What follows belongs to an exercise in optimizing a design on an open flow for small area; a production flow would make more cautious choices.
Where RTL was checked, it was by simulation tests only, not by an equivalence proof against the original.

main:
// tpumac
module tpumac
 #(parameter BITS_AB=8,
   parameter BITS_C=16)
  (
   input clk, rst_n, WrEn, en,
   input signed [BITS_AB-1:0] Ain,
   input signed [BITS_AB-1:0] Bin,
   input signed [BITS_C-1:0] Cin,
   output reg signed [BITS_AB-1:0] Aout,
   output reg signed [BITS_AB-1:0] Bout,
   output reg signed [BITS_C-1:0] Cout
  );
export LEC_CHECK = 0
export CAP_MARGIN = 20
export CORE_MARGIN = 2
export CORE_UTILIZATION = 75
export GPL_TIMING_DRIVEN = 0
export SLEW_MARGIN = 20
create_clock -name core_clock -period 5.2 [get_ports {clk}]
standard.sh (not shown) runs the stock make flow with config.mk's settings and CLKGATE_MAP_FILE= SYNTH_SCRIPT=/design/flow/synth_recipe.tcl, a recipe that flattens the netlist after the stock synthesis.
==> flow/flow/run.sh <==
#!/bin/bash
# Own layout flow: the standard synthesis is run unchanged (it names the registers), then
# its combinational mapping is replaced by flow/netlist.v, the same circuit as rtl/tpumac.sv
# mapped cell for cell by gen/gen.py, after checking that both have the same registers (name
# and cell type). The rest is the standard layout, with the port buffers made of buf_1.
set -euo pipefail
R=orfs/results/${FLOW_PLATFORM}/tpumac/base
bash standard.sh synth > run_synth.log 2>&1
python3 flow/swap.py "$R/1_2_yosys.v" flow/netlist.v > run_swap.log 2>&1
rm -f "$R/1_synth.odb" "$R/1_synth.sdc"
export BUFFER_PORTS_ARGS="-buffer_cell sky130_fd_sc_hd__buf_1"
export CTS_ARGS="-sink_clustering_enable -repair_clock_nets -dont_use_dummy_load -root_buf sky130_fd_sc_hd__clkbuf_4 -buf_list {sky130_fd_sc_hd__clkbuf_4}"
bash standard.sh finish > run_finish.log 2>&1
Other scripts of this flow, unchanged in this note and not shown: flow/flow/netlist.v, flow/flow/swap.py
diff inputs: main => the feature branch
-- flow/flow/run.sh --
<<< main, line 12
export CTS_ARGS="-sink_clustering_enable -repair_clock_nets -dont_use_dummy_load -root_buf sky130_fd_sc_hd__clkbuf_4 -buf_list {sky130_fd_sc_hd__clkbuf_4}"
>>> the feature branch, line 12
export CTS_ARGS="-sink_clustering_enable -repair_clock_nets -dont_use_dummy_load -root_buf sky130_fd_sc_hd__clkbuf_8 -buf_list {sky130_fd_sc_hd__clkbuf_8}"
[summary]
Taking main as the reference, in the feature branch clock skew after layout shows no meaningful change, global routing met3 resource utilization went up 1.5 points, first-pass GRT wire length shows an increase of 4.9%. Routed wire in the feature branch totals more than in main. main has a lower total routing usage reported by global routing than the feature branch.
No functional check of the RTL was part of any run of this note.

* * *

tpumac, a different RTL version from the one above (not shown whole).
For scale: about 270 cells after synthesis, about 68 I/O pins, about 3000 µm² of cells after synthesis.
Settings: LEC_CHECK=0, CAP_MARGIN=20, CORE_MARGIN=2, CORE_UTILIZATION=75, GPL_TIMING_DRIVEN=0, SETUP_SLACK_MARGIN=-0.1, SLEW_MARGIN=20; clock period 5.2 ns.
==> flow/flow/run.sh <==
#!/bin/bash
# Own layout flow: the standard synthesis is run unchanged (it names the registers), then
# its combinational mapping is replaced by flow/netlist.v, the same circuit as rtl/tpumac.sv
# mapped cell for cell by gen/gen.py, after checking that both have the same registers (name
# and cell type). The rest is the standard layout, with the port buffers made of buf_1.
set -euo pipefail
R=orfs/results/${FLOW_PLATFORM}/tpumac/base
bash standard.sh synth > run_synth.log 2>&1
python3 flow/swap.py "$R/1_2_yosys.v" flow/netlist.v > run_swap.log 2>&1
rm -f "$R/1_synth.odb" "$R/1_synth.sdc"
export BUFFER_PORTS_ARGS="-buffer_cell sky130_fd_sc_hd__buf_1"
export CTS_ARGS="-sink_clustering_enable -repair_clock_nets -dont_use_dummy_load -root_buf sky130_fd_sc_hd__clkbuf_4 -buf_list {sky130_fd_sc_hd__clkbuf_4}"
bash standard.sh finish > run_finish.log 2>&1
Other scripts of this flow, unchanged in this note and not shown: flow/flow/netlist.v, flow/flow/swap.py
Next try:
- GPL_TIMING_DRIVEN: 0 -> 1
Effect:
- This time the run aborted during global routing
- synthesized cell count is unchanged
- synthesized area stays the same

* * *

Another version of the RTL of tpumac (not shown whole).
Size: about 410 cells after synthesis, roughly 32 flip-flops, ~68 I/O pins, about 0.0042 mm2 of cells after synthesis.
Settings: LEC_CHECK=0, CAP_MARGIN=20, CORE_MARGIN=2, CORE_UTILIZATION=40, SLEW_MARGIN=20; clock period 5.2 ns.
run.sh (not shown) runs the stock make flow with config.mk's settings and CLKGATE_MAP_FILE= SYNTH_SCRIPT=/design/flow/synth_recipe.tcl, a recipe that flattens the netlist after the stock synthesis.
Stock flow here: none of the scripts above is used.
Then changed:
- GPL_TIMING_DRIVEN: unset -> 0
=> Sequential share of layout area rose by 0.86 points; flip-flop and latch count stays the same; worst hold slack is about the same; non-clock buffer count decreases by 36; core utilization goes down by 3.0 points; cell count drops by a few percent; via count drops by a few percent; count of clock-buffer cells in the layout stays the same.

* * *

== run 1 ==
tpumac, a different RTL version from the one above (not shown whole).
Size: roughly 270 cells after synthesis, ~68 I/O pins.
export LEC_CHECK = 0
export CAP_MARGIN = 20
export CORE_MARGIN = 2
export CORE_UTILIZATION = 75
export GPL_TIMING_DRIVEN = 0
export SLEW_MARGIN = 20
create_clock -name core_clock -period 5.2 [get_ports {clk}]
standard.sh (not shown) runs the stock make flow with config.mk's settings and CLKGATE_MAP_FILE= SYNTH_SCRIPT=/design/flow/synth_recipe.tcl, a recipe that flattens the netlist after the stock synthesis.
Scripts as last shown in full above: flow/flow/run.sh
Other scripts of this flow, unchanged in this note and not shown: flow/flow/netlist.v, flow/flow/swap.py
Edits applied to the flow inputs when going from run 1 to run 2:
- CORE_UTILIZATION now 85, was 75
Notes after the runs:
- Run 1 | stages: all done | timing, DRC, antenna: all pass
- No final results exist for run 2, since it was stopped by error GPL-0301 during 3_3_place_gp.
- Combined area of all synthesized cells: run 2 vs run 1 identical
- Taking run 1 as the reference point, the floorplan row count of run 2 falls by 1.
- Row die width: run 2 lower / run 1 higher
#### Input delta (run 3 over run 2)
- CORE_UTILIZATION changed from 85 to 60
The gate count of the mapped netlist of run 2 and that of run 3 are within noise of each other.
Run 3 finished end to end and its layout was clean on timing, DRC and antenna.
Compared run 3 against run 2; net count after synthesis within noise.
Diff run 2 -> run 3: number of buffers inserted by port buffering flat, synthesized area saw little to no change, die span in x up about 18%, I/O pin count comparable, mean area per synthesized cell roughly the same.
Initial core utilization: run 3 < run 2
Number of cell rows went up by more than 10% going from run 2 to run 3.
Higher die extent in y was reported by run 3, not run 2.
What run 4 does differently from run 3 at the input level:
- swapping 60 for 75 in CORE_UTILIZATION
- putting SETUP_SLACK_MARGIN at -0.1 where nothing was set
==> comparison <==
Compare run 3 and run 4 | detailed route wirelength on metal3 lower: run 3. Run 4 ends up with a area growth from synthesis to layout that is 1.3 points lower than in run 3. Summary: with run 3 as the reference, total wire length in run 4 moved up by more than 10%. In the tables for run 3 and run 4, first-pass iteration count of the detailed router reads higher with run 4. Compared with run 3, in run 4 post-placement worst setup slack picked up an extra 0.058 ns; utilization increased 18 points; total negative slack essentially unchanged. Comparing run 3 and run 4, the higher critical path depth is on run 3. Relative to run 3, normalized max-slew margin has increased by 0.31 points in run 4.

* * *

Another version of the RTL of tpumac (not shown whole).
For scale: roughly 260 cells after synthesis.
==> flow/config.mk <==
export PLATFORM = sky130hd
export DESIGN_NAME = tpumac
export DESIGN_NICKNAME = tpumac
export VERILOG_FILES = /design/flow/design.v
export SDC_FILE = /design/flow/constraint.sdc
export NUM_CORES = 4
export LEC_CHECK = 0
export CAP_MARGIN = 20
export CORE_MARGIN = 2
export CORE_UTILIZATION = 65
export GPL_TIMING_DRIVEN = 0
export SLEW_MARGIN = 20
==> flow/constraint.sdc <==
create_clock -name core_clock -period 5.2 [get_ports {clk}]
set_input_delay 1.0400 -clock core_clock [delete_from_list [all_inputs] [get_ports {clk}]]
set_output_delay 1.0400 -clock core_clock [all_outputs]
set_load 0.01 [all_outputs]
Scripts as last shown in full above: flow/flow/run.sh
Other scripts of this flow, unchanged in this note and not shown: flow/flow/netlist.v, flow/flow/swap.py
The baseline completed without violations.
Then changed:
CORE_UTILIZATION = 70   (was 65)
After rerunning: The changed run finished with timing, DRC and antenna clean; flip-flop and latch count stays the same; clock-buffer cell count does not change; maximum frequency is about the same; worst hold slack improves by 3.9 ps; via count grows slightly; wire length climbs by a little under a tenth; utilization rises by 6.1 points; register-to-register slack gets worse by 20 ps; synthesized area stays the same; non-clock buffer count stays the same.

* * *

== run a ==
tpumac, a different RTL version from the one above (not shown whole).
Size: about 68 I/O pins, roughly 2900 um2 of cells after synthesis.
Design tpumac, start of the top module:
module tpumac
 #(parameter BITS_AB=8,
   parameter BITS_C=16)
  (
   input clk, rst_n, WrEn, en,
   input signed [BITS_AB-1:0] Ain,
   input signed [BITS_AB-1:0] Bin,
   input signed [BITS_C-1:0] Cin,
   output reg signed [BITS_AB-1:0] Aout,
   output reg signed [BITS_AB-1:0] Bout,
   output reg signed [BITS_C-1:0] Cout
  );
clock: 5.2 ns
lec_check: 0
cap_margin: 20
core_margin: 2
core_utilization: 75
gpl_timing_driven: 0
slew_margin: 20
Scripts as last shown in full above: flow/flow/run.sh
Other scripts of this flow, unchanged in this note and not shown: flow/flow/netlist.v, flow/flow/swap.py
Run a ended with every stage complete and zero timing, DRC or antenna violations.
--- input diff run a..run b ---
- changing CORE_UTILIZATION from 75 to 70
--- outcome ---
- Diff run a -> run b: final weighted congestion of routability-driven global placement +about 3.4%.
- On clock skew after layout, run a and run b are basically level.
- In run b relative to run a, core area had gone up by a little under 10%.
- Run b: wire length 9.0% below run a
- Looking at the reports, run b completed the entire flow and the layout it produced met the timing, DRC and antenna checks.
- Looking at run a and run b, the clock network latency to the later pin of the worst-skew pair is a wash.

==> re-timing with driven ports <==
The flow's constraints put no driver on any port. The routed layouts listed below were extracted and timed again, unchanged, in two steps. Step 1 (the two cells are an assumption about what drives the block):
set clk [get_ports {clk}]
set_driving_cell -lib_cell sky130_fd_sc_hd__clkbuf_16 $clk
set_driving_cell -lib_cell sky130_fd_sc_hd__buf_2 [delete_from_list [all_inputs] $clk]
Step 2 moves the port delays by t, midway between the first and last clock arrival at a register: inputs arrive t later, outputs are due t later. That takes back most of the time a late clock gives input paths. a / b / c = ideal / step 1 / step 2; a / b = the first two.
run	t, ns	setup slack, ns	worst setup path at the end	worst register clock-pin slew, ns	cell pins on the clock port's net
main	0.360	0.182 / 0.179 / -0.181	input to register	0.12 / 0.12	1
the feature branch	0.307	0.099 / 0.091 / -0.216	input to register	0.08 / 0.08	1
the first run of note 2	0.338	0.104 / 0.109 / -0.229	input to register	0.10 / 0.10	1
the first run of note 3	0.325	0.162 / 0.174 / -0.151	input to register	0.09 / 0.09	1
the second run of note 3	0.321	0.171 / 0.180 / -0.141	input to register	0.08 / 0.08	1
run 1	0.353	0.211 / 0.212 / -0.141	input to register	0.10 / 0.10	1
run 3	0.359	0.235 / 0.239 / -0.120	input to register	0.11 / 0.11	1
run 4	0.356	0.158 / 0.160 / -0.196	input to register	0.10 / 0.10	1
the first run of note 5	0.349	0.300 / 0.304 / -0.044	input to register	0.11 / 0.11	1
the second run of note 5	0.337	0.296 / 0.298 / -0.038	input to register	0.11 / 0.11	1
run a	0.367	0.229 / 0.235 / -0.132	input to register	0.12 / 0.12	1
run b	0.352	0.271 / 0.275 / -0.077	input to register	0.11 / 0.11	1
With both steps, setup timing fails in every run listed, where it was met with ideal ports. For main, which loses most, drivers alone change the setup slack by -0.003 ns; drivers and shift together by -0.363 ns.
